Background: an optimization exercise with open tools, aiming at small area and a short achievable clock period. Do not read the settings as production practice. Where RTL was checked, it was by simulation tests only, not by an equivalence proof against the original. Power and IR drop assume default switching activity.

try-umber:
==> flow/design.v (excerpt) <==
module avalon_uart (
    input               clk,
    input               rst,
    input               avn_read,
    input               avn_write,
    input [4:0]         avn_address,
    input [31:0]        avn_writedata,
    output reg [31:0]   avn_readdata,
    output              avn_waitrequest,
    output              int_txwm,
    output              int_rxwm,
    output              uart_txd,
    input               uart_rxd
);
    localparam IDLE  = 2'd0;
    localparam START = 2'd1;
    localparam DATA  = 2'd3;
    localparam STOP  = 2'd2;
    reg [7:0]   txdata_data;
    reg [2:0]   txctrl_txcnt;
    reg         txctrl_nstop;
    reg         txctrl_txen;
    reg [2:0]   rxctrl_rxcnt;
    reg         rxctrl_rxen;
    reg         ie_rxwm;
    reg         ie_txwm;
    reg [15:0]  div_div;
    reg         txdata_full;
    reg         ip_rxwm;
    reg         ip_txwm;
    reg         txdata_valid;
    wire a_txdata = avn_address == 5'h00;
    wire a_rxdata = avn_address == 5'h04;
    wire a_txctrl = avn_address == 5'h08;
    wire a_rxctrl = avn_address == 5'h0C;
    wire a_ie     = avn_address == 5'h10;
    wire a_ip     = avn_address == 5'h14;
    wire a_div    = avn_address == 5'h18;
    wire txdata_write = avn_write & a_txdata;
    wire rxdata_read  = avn_read  & a_rxdata;
    always @(posedge clk) begin
        if (rst) begin
            txdata_data  <= 8'b0;
            txctrl_txcnt <= 3'b0;
            txctrl_nstop <= 1'b0;
            txctrl_txen  <= 1'b0;
            rxctrl_rxcnt <= 3'b0;
            rxctrl_rxen  <= 1'b0;
  ...
For scale: ~300 flip-flops, ~12000 um^2 of cells after synthesis.
==> flow/config.mk <==
export PLATFORM = sky130hd
export DESIGN_NAME = avalon_uart
export DESIGN_NICKNAME = avalon_uart
export VERILOG_FILES = /design/flow/design.v
export SDC_FILE = /design/flow/constraint.sdc
export NUM_CORES = 4
export LEC_CHECK = 0
export CAP_MARGIN = 20
export CORE_MARGIN = 2
export CORE_UTILIZATION = 65
export PLACE_DENSITY = 0.75
export SETUP_SLACK_MARGIN = 1.8
export SLEW_MARGIN = 20
==> flow/constraint.sdc <==
create_clock -name core_clock -period 3.5 [get_ports {clk}]
set_input_delay 0.7000 -clock core_clock [delete_from_list [all_inputs] [get_ports {clk}]]
set_output_delay 0.7000 -clock core_clock [all_outputs]
set_load 0.01 [all_outputs]
standard.sh (not shown) runs the stock make flow with config.mk's settings and CLKGATE_MAP_FILE= SYNTH_SCRIPT=/design/flow/synth_recipe.tcl, a recipe that flattens the netlist after the stock synthesis.
==> flow/flow/run.sh <==
#!/bin/bash
set -euo pipefail
bash standard.sh "BUFFER_PORTS_ARGS=-buffer_cell sky130_fd_sc_hd__buf_2" \
  "CTS_ARGS=-sink_clustering_enable -repair_clock_nets -sink_clustering_size 24 -sink_clustering_max_diameter 100 -buf_list sky130_fd_sc_hd__clkbuf_16 -dont_use_dummy_load" \
  finish > flow_make.log 2>&1
## Diff of input files: try-juniper against try-umber
# try-umber
export LEC_CHECK = 0
export CAP_MARGIN = 20
export CORE_MARGIN = 2
export CORE_UTILIZATION = 65
export PLACE_DENSITY = 0.75
export SETUP_SLACK_MARGIN = 1.8
export SLEW_MARGIN = 20
create_clock -name core_clock -period 3.5 [get_ports {clk}]
# try-juniper
export LEC_CHECK = 0
export CAP_MARGIN = 20
export CORE_MARGIN = 2
export CORE_UTILIZATION = 55
export PLACE_DENSITY = 0.65
export SETUP_SLACK_MARGIN = 1.82
export SLEW_MARGIN = 20
create_clock -name core_clock -period 3.5 [get_ports {clk}]
==> flow/flow/run.sh <==
#!/bin/bash
set -euo pipefail
bash standard.sh "BUFFER_PORTS_ARGS=-buffer_cell sky130_fd_sc_hd__buf_2" \
  "CTS_ARGS=-sink_clustering_enable -repair_clock_nets -sink_clustering_size 16 -sink_clustering_max_diameter 60 -buf_list sky130_fd_sc_hd__clkbuf_8 -root_buf sky130_fd_sc_hd__clkbuf_16 -dont_use_dummy_load" \
  finish > flow_make.log 2>&1
## What came out
- In try-juniper relative to try-umber, power density relative to cell area had gone down by a few percent.
- On try-juniper: data arrival time of the critical path is 1.07 ns higher than what try-umber gave.
- Compared to try-umber, try-juniper has utilization 9.6 points lower.
- [compare] base=try-umber new=try-juniper: placer congestion estimate now smaller; final design instance area without fill now larger.
- In terms of sequential cell area in the final layout, try-juniper and try-umber differ only marginally.
## Diff of input files: try-amber against try-juniper
# try-juniper
export LEC_CHECK = 0
export CAP_MARGIN = 20
export CORE_MARGIN = 2
export CORE_UTILIZATION = 55
export PLACE_DENSITY = 0.65
export SETUP_SLACK_MARGIN = 1.82
export SLEW_MARGIN = 20
create_clock -name core_clock -period 3.5 [get_ports {clk}]
# try-amber
export LEC_CHECK = 0
export CAP_MARGIN = 20
export CORE_MARGIN = 2
export CORE_UTILIZATION = 65
export PLACE_DENSITY = 0.75
export SETUP_SLACK_MARGIN = 1.82
export SLEW_MARGIN = 20
create_clock -name core_clock -period 3.5 [get_ports {clk}]
## What came out
- Between try-juniper and try-amber, the clock distribution area overhead in the final layout does not differ in any meaningful way.
- [compare] base=try-juniper new=try-amber: sum of buffers and inverters on the critical path higher; number of antenna cells inserted lower; non-clock buffer count in the final layout lower; maximum frequency higher; initial cell density of the core higher.
- try-amber ended up with sky130_fd_sc_hd__dfxtp_2 as its cell at the slowest stage of the critical path; try-juniper ended up with sky130_fd_sc_hd__or4_4.
- There was hardly any difference in total power between try-juniper and try-amber.
- try-amber ended with more remaining max-slew budget at the tightest pin than try-juniper.
Setup changes, try-amber to try-delta
# try-amber
export LEC_CHECK = 0
export CAP_MARGIN = 20
export CORE_MARGIN = 2
export CORE_UTILIZATION = 65
export PLACE_DENSITY = 0.75
export SETUP_SLACK_MARGIN = 1.82
export SLEW_MARGIN = 20
create_clock -name core_clock -period 3.5 [get_ports {clk}]
# try-delta
export LEC_CHECK = 0
export CAP_MARGIN = 20
export CORE_MARGIN = 2
export CORE_UTILIZATION = 65
export PLACE_DENSITY = 0.75
export SETUP_SLACK_MARGIN = 1.88
export SLEW_MARGIN = 20
create_clock -name core_clock -period 3.5 [get_ports {clk}]
==> run summary <==
try-delta completed end to end with timing, DRC and antenna clean. Capturing element of the worst setup path = avn_readdata[2]: try-delta; capturing element of the worst setup path = avn_readdata[3]: try-amber. Net switching power of the design, try-delta and try-amber: larger value in try-delta. Met2 routing resource usage after global routing delta for try-delta relative to try-amber: 0.23 points lower. Delta (try-delta minus try-amber): sequential fraction of total cell area saw a decrease, share of total power consumed by net switching saw little to no change, hold slack saw an increase.
Inputs modified between try-delta and try-fjord:
# try-delta
export LEC_CHECK = 0
export CAP_MARGIN = 20
export CORE_MARGIN = 2
export CORE_UTILIZATION = 65
export PLACE_DENSITY = 0.75
export SETUP_SLACK_MARGIN = 1.88
export SLEW_MARGIN = 20
create_clock -name core_clock -period 3.5 [get_ports {clk}]
# try-fjord
export LEC_CHECK = 0
export CAP_MARGIN = 20
export CORE_MARGIN = 2
export CORE_UTILIZATION = 65
export PLACE_DENSITY = 0.75
export SETUP_SLACK_MARGIN = 1.86
export SLEW_MARGIN = 20
create_clock -name core_clock -period 3.5 [get_ports {clk}]
==> flow/flow/run.sh <==
#!/bin/bash
set -euo pipefail
bash standard.sh "BUFFER_PORTS_ARGS=-buffer_cell sky130_fd_sc_hd__buf_2" \
  "CTS_ARGS=-sink_clustering_enable -repair_clock_nets -sink_clustering_size 24 -sink_clustering_max_diameter 100 -buf_list sky130_fd_sc_hd__clkbuf_16 -dont_use_dummy_load" \
  finish > flow_make.log 2>&1
==> comparison <==
- The core utilization reported for try-fjord is greater than that of try-delta by 0.23 points.
- The run showing the greater minimum hold slack is try-fjord.
- Of try-fjord and try-delta, try-delta shows the lower final instance count without filler cells, with try-fjord above it.
- Diff try-delta -> try-fjord: largest net degree at the start of global routing +5, total power draw rose by 110 uW, number of hold buffers added after CTS stayed essentially flat, die area saw little to no change, count of clock-buffer cells in the layout shows a reduction of 8.
- Side by side, sequential share of layout area turned out lower in try-fjord than in try-delta.
- Compared to try-delta, the router laid down more metal wire for try-fjord.

========
Another version of the RTL of avalon_uart (not shown whole).
Size in the first run: about 1000 cells after synthesis, ~290 flip-flops.
export LEC_CHECK = 0
export CAP_MARGIN = 20
export CORE_MARGIN = 2
export CORE_UTILIZATION = 40
export SLEW_MARGIN = 20
create_clock -name core_clock -period 3.5 [get_ports {clk}]
==> flow/flow/run.sh <==
#!/bin/bash
set -euo pipefail
bash standard.sh "BUFFER_PORTS_ARGS=-buffer_cell sky130_fd_sc_hd__buf_2" finish > flow_make.log 2>&1
The starting point finished clean.
Next try:
==> flow/run.sh (new file) <==
#!/bin/bash
# synth_recipe.tcl (not shown) runs the flow's synth.tcl, then flattens the netlist and writes it again
# the make line also repeats each setting of config.mk as NAME=value (left out here)
make -C /OpenROAD-flow-scripts/flow DESIGN_CONFIG=/design/flow/config.mk WORK_HOME=/design/flow/orfs CLKGATE_MAP_FILE= SYNTH_SCRIPT=/design/flow/synth_recipe.tcl finish
removed: flow/flow/run.sh
removed: flow/standard.sh
The new run produced a clean layout.
Cell area goes up by about 1.9%.
Non-clock buffer count came out higher by 4.
Via count came out higher by 1.1%.
Sequential power barely changes.
Function was not checked in any run of this note: the RTL went through the layout flow alone.

========
RTL: one of the versions met above, not the one the previous note started from.
For scale: ~1100 cells after synthesis, roughly 300 flip-flops, roughly 78 I/O pins, ~12000 sq um of cells after synthesis.
==> flow/config.mk <==
export PLATFORM = sky130hd
export DESIGN_NAME = avalon_uart
export DESIGN_NICKNAME = avalon_uart
export VERILOG_FILES = /design/flow/design.v
export SDC_FILE = /design/flow/constraint.sdc
export NUM_CORES = 4
export LEC_CHECK = 0
export CAP_MARGIN = 20
export CORE_MARGIN = 2
export CORE_UTILIZATION = 65
export PLACE_DENSITY = 0.75
export SETUP_SLACK_MARGIN = 1.95
export SLEW_MARGIN = 20
==> flow/constraint.sdc <==
create_clock -name core_clock -period 3.5 [get_ports {clk}]
set_input_delay 0.7000 -clock core_clock [delete_from_list [all_inputs] [get_ports {clk}]]
set_output_delay 0.7000 -clock core_clock [all_outputs]
set_load 0.01 [all_outputs]
==> flow/flow/run.sh <==
#!/bin/bash
set -euo pipefail
bash standard.sh "BUFFER_PORTS_ARGS=-buffer_cell sky130_fd_sc_hd__buf_2" \
  "CTS_ARGS=-sink_clustering_enable -repair_clock_nets -sink_clustering_size 16 -sink_clustering_max_diameter 60 -buf_list sky130_fd_sc_hd__clkbuf_8 -root_buf sky130_fd_sc_hd__clkbuf_16 -dont_use_dummy_load" \
  finish > flow_make.log 2>&1
==> next run, changes <==
==> flow/flow/run.sh (replaced) <==
#!/bin/bash
set -euo pipefail
bash standard.sh "BUFFER_PORTS_ARGS=-buffer_cell sky130_fd_sc_hd__buf_2" \
  "CTS_ARGS=-sink_clustering_enable -repair_clock_nets -sink_clustering_size 16 -sink_clustering_max_diameter 60 -buf_list sky130_fd_sc_hd__clkbuf_8 -dont_use_dummy_load -root_buf sky130_fd_sc_hd__clkbuf_16" \
  finish > flow_make.log 2>&1
CORE_UTILIZATION = 75   (was 65)
PLACE_DENSITY = 0.85   (was 0.75)
SETUP_SLACK_MARGIN = 1.7   (was 1.95)
The changed run finished clean.
Design area shrinks by 5.3%.
Clock-buffer cell count drops by 2.
Worst setup slack gets worse by 0.098 ns.
Non-clock buffer count came out lower by 23.
Via count came out higher by about 1.7%.
Hold slack is worse by 0.0077 ns.
Routed wire length decreases by 0.62%.
==> next run, changes <==
==> flow/flow/run.sh (replaced) <==
#!/bin/bash
set -euo pipefail
bash standard.sh "BUFFER_PORTS_ARGS=-buffer_cell sky130_fd_sc_hd__buf_2" \
  "CTS_ARGS=-sink_clustering_enable -repair_clock_nets -sink_clustering_size 16 -sink_clustering_max_diameter 60 -buf_list sky130_fd_sc_hd__clkbuf_8 -dont_use_dummy_load" \
  finish > flow_make.log 2>&1
CORE_UTILIZATION = 65   (was 75)
PLACE_DENSITY = 0.75   (was 0.85)
SETUP_SLACK_MARGIN = 1.6   (was 1.7)
Outcome: Setup slack gets worse by 0.21 ns. Count of clock-buffer cells in the layout went up by 2. First-iteration DRC count went down by 18%. Area after synthesis does not change.
==> next run, changes <==
==> flow/flow/run.sh (replaced) <==
#!/bin/bash
set -euo pipefail
bash standard.sh "BUFFER_PORTS_ARGS=-buffer_cell sky130_fd_sc_hd__buf_2" \
  "CTS_ARGS=-sink_clustering_enable -repair_clock_nets -sink_clustering_size 16 -sink_clustering_max_diameter 60 -buf_list sky130_fd_sc_hd__clkbuf_8 -root_buf sky130_fd_sc_hd__clkbuf_16 -dont_use_dummy_load" \
  finish > flow_make.log 2>&1
SETUP_SLACK_MARGIN = 1.7   (was 1.6)
After rerunning: Synthesized area is unchanged. Wire length is higher by 3.0%. Cell count goes up by 0.44%. Global-route usage goes up by 0.81 points. Worst hold slack gains 0.023 ns. Cell area rises by 1.0%. Clock-buffer cell count went down by 1. Via count rose by 0.59%.
==> next run, changes <==
==> flow/flow/run.sh (replaced) <==
#!/bin/bash
set -euo pipefail
bash standard.sh "BUFFER_PORTS_ARGS=-buffer_cell sky130_fd_sc_hd__buf_2" \
  "CTS_ARGS=-sink_clustering_enable -repair_clock_nets -sink_clustering_size 16 -sink_clustering_max_diameter 60 -buf_list sky130_fd_sc_hd__clkbuf_8 -dont_use_dummy_load" \
  finish > flow_make.log 2>&1
Sequential share of layout area climbs by 0.17 points; fmax drops by 1.1%; worst setup slack degrades by 0.019 ns; hold slack gets worse by 0.042 ns; via count went down by 0.41%; count of clock-buffer cells in the layout stays the same.
==> next run, changes <==
==> flow/flow/run.sh (replaced) <==
#!/bin/bash
set -euo pipefail
bash standard.sh "BUFFER_PORTS_ARGS=-buffer_cell sky130_fd_sc_hd__buf_2" \
  "CTS_ARGS=-sink_clustering_enable -repair_clock_nets -sink_clustering_size 14 -sink_clustering_max_diameter 50 -buf_list sky130_fd_sc_hd__clkbuf_8 -root_buf sky130_fd_sc_hd__clkbuf_16 -dont_use_dummy_load" \
  finish > flow_make.log 2>&1
SETUP_SLACK_MARGIN = 1.82   (was 1.7)
After rerunning: The new run ran to the end with no violations; cell area increases by 3.0%; sequential share of layout area decreases by 1.4 points; clock power increases by 15%; combinational power increases by about 1%; hold slack gets better by 0.046 ns.

========
avalon_uart, a different RTL version from the one above (not shown whole).
Size in the first run: roughly 1100 cells after synthesis, about 290 flip-flops, roughly 78 I/O pins.
export LEC_CHECK = 0
export CAP_MARGIN = 20
export CORE_MARGIN = 2
export CORE_UTILIZATION = 40
export SETUP_SLACK_MARGIN = 1.5
export SLEW_MARGIN = 20
create_clock -name core_clock -period 3.5 [get_ports {clk}]
==> flow/flow/run.sh <==
#!/bin/bash
set -euo pipefail
bash standard.sh "BUFFER_PORTS_ARGS=-buffer_cell sky130_fd_sc_hd__buf_2" finish > flow_make.log 2>&1
The starting point completed with no timing, DRC or antenna violations.
Next try:
--- a/flow/config.mk
+++ b/flow/config.mk
@@ -9,4 +9,6 @@
 export CORE_MARGIN = 2
 export CORE_UTILIZATION = 40
+export CTS_BUF_LIST = sky130_fd_sc_hd__clkbuf_8
+export CTS_CLUSTER_SIZE = 20
 export SETUP_SLACK_MARGIN = 1.5
 export SLEW_MARGIN = 20
=> The new run ran to the end with no violations. Via count came out higher by 1.3%. Final area fell by 0.74%. Global-route usage came out higher by 0.30 points. First-iteration DRC count went up by 6.5%. Power shrinks by 4.8%. Fmax rises by 0.54%. Wire length increases by 1.8%. Setup slack improved by 0.011 ns. Flip-flop and latch count does not change. Die area does not change.
No functional check of the RTL was part of any run of this note.

========
== run D ==
avalon_uart, a different RTL version from the one above (not shown whole).
Size in the first run: about 1100 cells after synthesis, roughly 290 flip-flops, ~78 I/O pins, roughly 0.012 mm^2 of cells after synthesis.
## avalon_uart
module avalon_uart (
    input               clk,
    input               rst,
    input               avn_read,
    input               avn_write,
    input [4:0]         avn_address,
    input [31:0]        avn_writedata,
    output reg [31:0]   avn_readdata,
    output              avn_waitrequest,
    output              int_txwm,
    output              int_rxwm,
    output              uart_txd,
    input               uart_rxd
);
==> flow/config.mk <==
export PLATFORM = sky130hd
export DESIGN_NAME = avalon_uart
export DESIGN_NICKNAME = avalon_uart
export VERILOG_FILES = /design/flow/design.v
export SDC_FILE = /design/flow/constraint.sdc
export NUM_CORES = 4
export LEC_CHECK = 0
export CAP_MARGIN = 20
export CORE_MARGIN = 2
export CORE_UTILIZATION = 40
export SETUP_SLACK_MARGIN = 2.0
export SLEW_MARGIN = 20
==> flow/constraint.sdc <==
create_clock -name core_clock -period 3.5 [get_ports {clk}]
set_input_delay 0.7000 -clock core_clock [delete_from_list [all_inputs] [get_ports {clk}]]
set_output_delay 0.7000 -clock core_clock [all_outputs]
set_load 0.01 [all_outputs]
Scripts as last shown in full above: flow/flow/run.sh
Input-level comparison between run C and run D:
- changing SETUP_SLACK_MARGIN from 2.0 to 1.5
### Flow results
The start point of the critical path comes out tx_cnt[0] in one run and rx_cnt[3] in the other, namely in run C and run D respectively.
Global-route total usage across every layer: run C vs run D down 2.1 points
Diff run D -> run C | wire length of the first global-routing pass | decrease of about 9%
Comparing the two runs side by side, run C comes out behind run D on pre-CTS setup slack.
Count of clock-buffer cells in the layout (run C over run D): decrease, 13
In terms of clock-pin slew on the worst setup and hold paths, run C and run D differ only marginally.
Of run C and run D, run D shows the higher shortest period the worst path allows, with run C below it.
Data required time at the worst endpoint essentially unchanged between run C and run D.
No functional check of the RTL was part of any run of this note.

## separate check: timing with driven ports
No port has a modelled driver above. Below, the same layouts with a new extraction and two added sets of constraints. Step 1 sets driving cells, clkbuf_16 on the clock port and buf_2 on the other inputs (assumed; they add their load-dependent delay and slew). Step 2 times the ports against the registers' clock, not the clock port: input delays grow and output delays shrink by t, the midpoint of the rising clock arrivals with the driver on. Slacks: no drivers / after step 1 / after step 2; pairs: no drivers / after step 1.
| run | shift t [ns] | slack for setup (ns) | latest minus earliest clock arrival (ns) |
|---|---|---|---|
| try-umber | 0.533 | 1.807 / 1.764 / 1.389 | 0.048 / 0.048 |
| try-juniper | 0.526 | 1.841 / 1.792 / 1.388 | 0.048 / 0.048 |
| try-amber | 0.521 | 1.848 / 1.807 / 1.390 | 0.028 / 0.028 |
| try-delta | 0.522 | 1.837 / 1.791 / 1.474 | 0.039 / 0.039 |
| try-fjord | 0.532 | 1.808 / 1.762 / 1.415 | 0.053 / 0.054 |
| the first run of note 2 | 0.593 | 0.684 / 0.684 / 0.268 | 0.012 / 0.011 |
| the second run of note 2 | 0.599 | 0.556 / 0.580 / -0.019 | 0.010 / 0.010 |
| the first run of note 3 | 0.524 | 1.834 / 1.787 / 1.464 | 0.038 / 0.037 |
| the second run of note 3 | 0.527 | 1.736 / 1.709 / 1.303 | 0.049 / 0.050 |
| the third run of note 3 | 0.566 | 1.524 / 1.524 / 1.283 | 0.037 / 0.037 |
| the fourth run of note 3 | 0.534 | 1.763 / 1.716 / 1.345 | 0.032 / 0.031 |
| the fifth run of note 3 | 0.588 | 1.744 / 1.701 / 1.305 | 0.040 / 0.040 |
| the sixth run of note 3 | 0.526 | 1.826 / 1.796 / 1.390 | 0.034 / 0.033 |
| the first run of note 4 | 0.607 | 1.444 / 1.444 / 0.992 | 0.035 / 0.034 |
| the second run of note 4 | 0.619 | 1.455 / 1.455 / 1.002 | 0.062 / 0.063 |
| run D | 0.615 | 1.186 / 1.186 / 0.681 | 0.026 / 0.026 |
| run C | 0.595 | 1.316 / 1.316 / 0.831 | 0.027 / 0.026 |
Met with ideal ports but missed after step 2: setup timing in the second run of note 2. For the second run of note 2, which loses most, drivers alone change the setup slack by +0.024 ns; drivers and shift together by -0.575 ns.
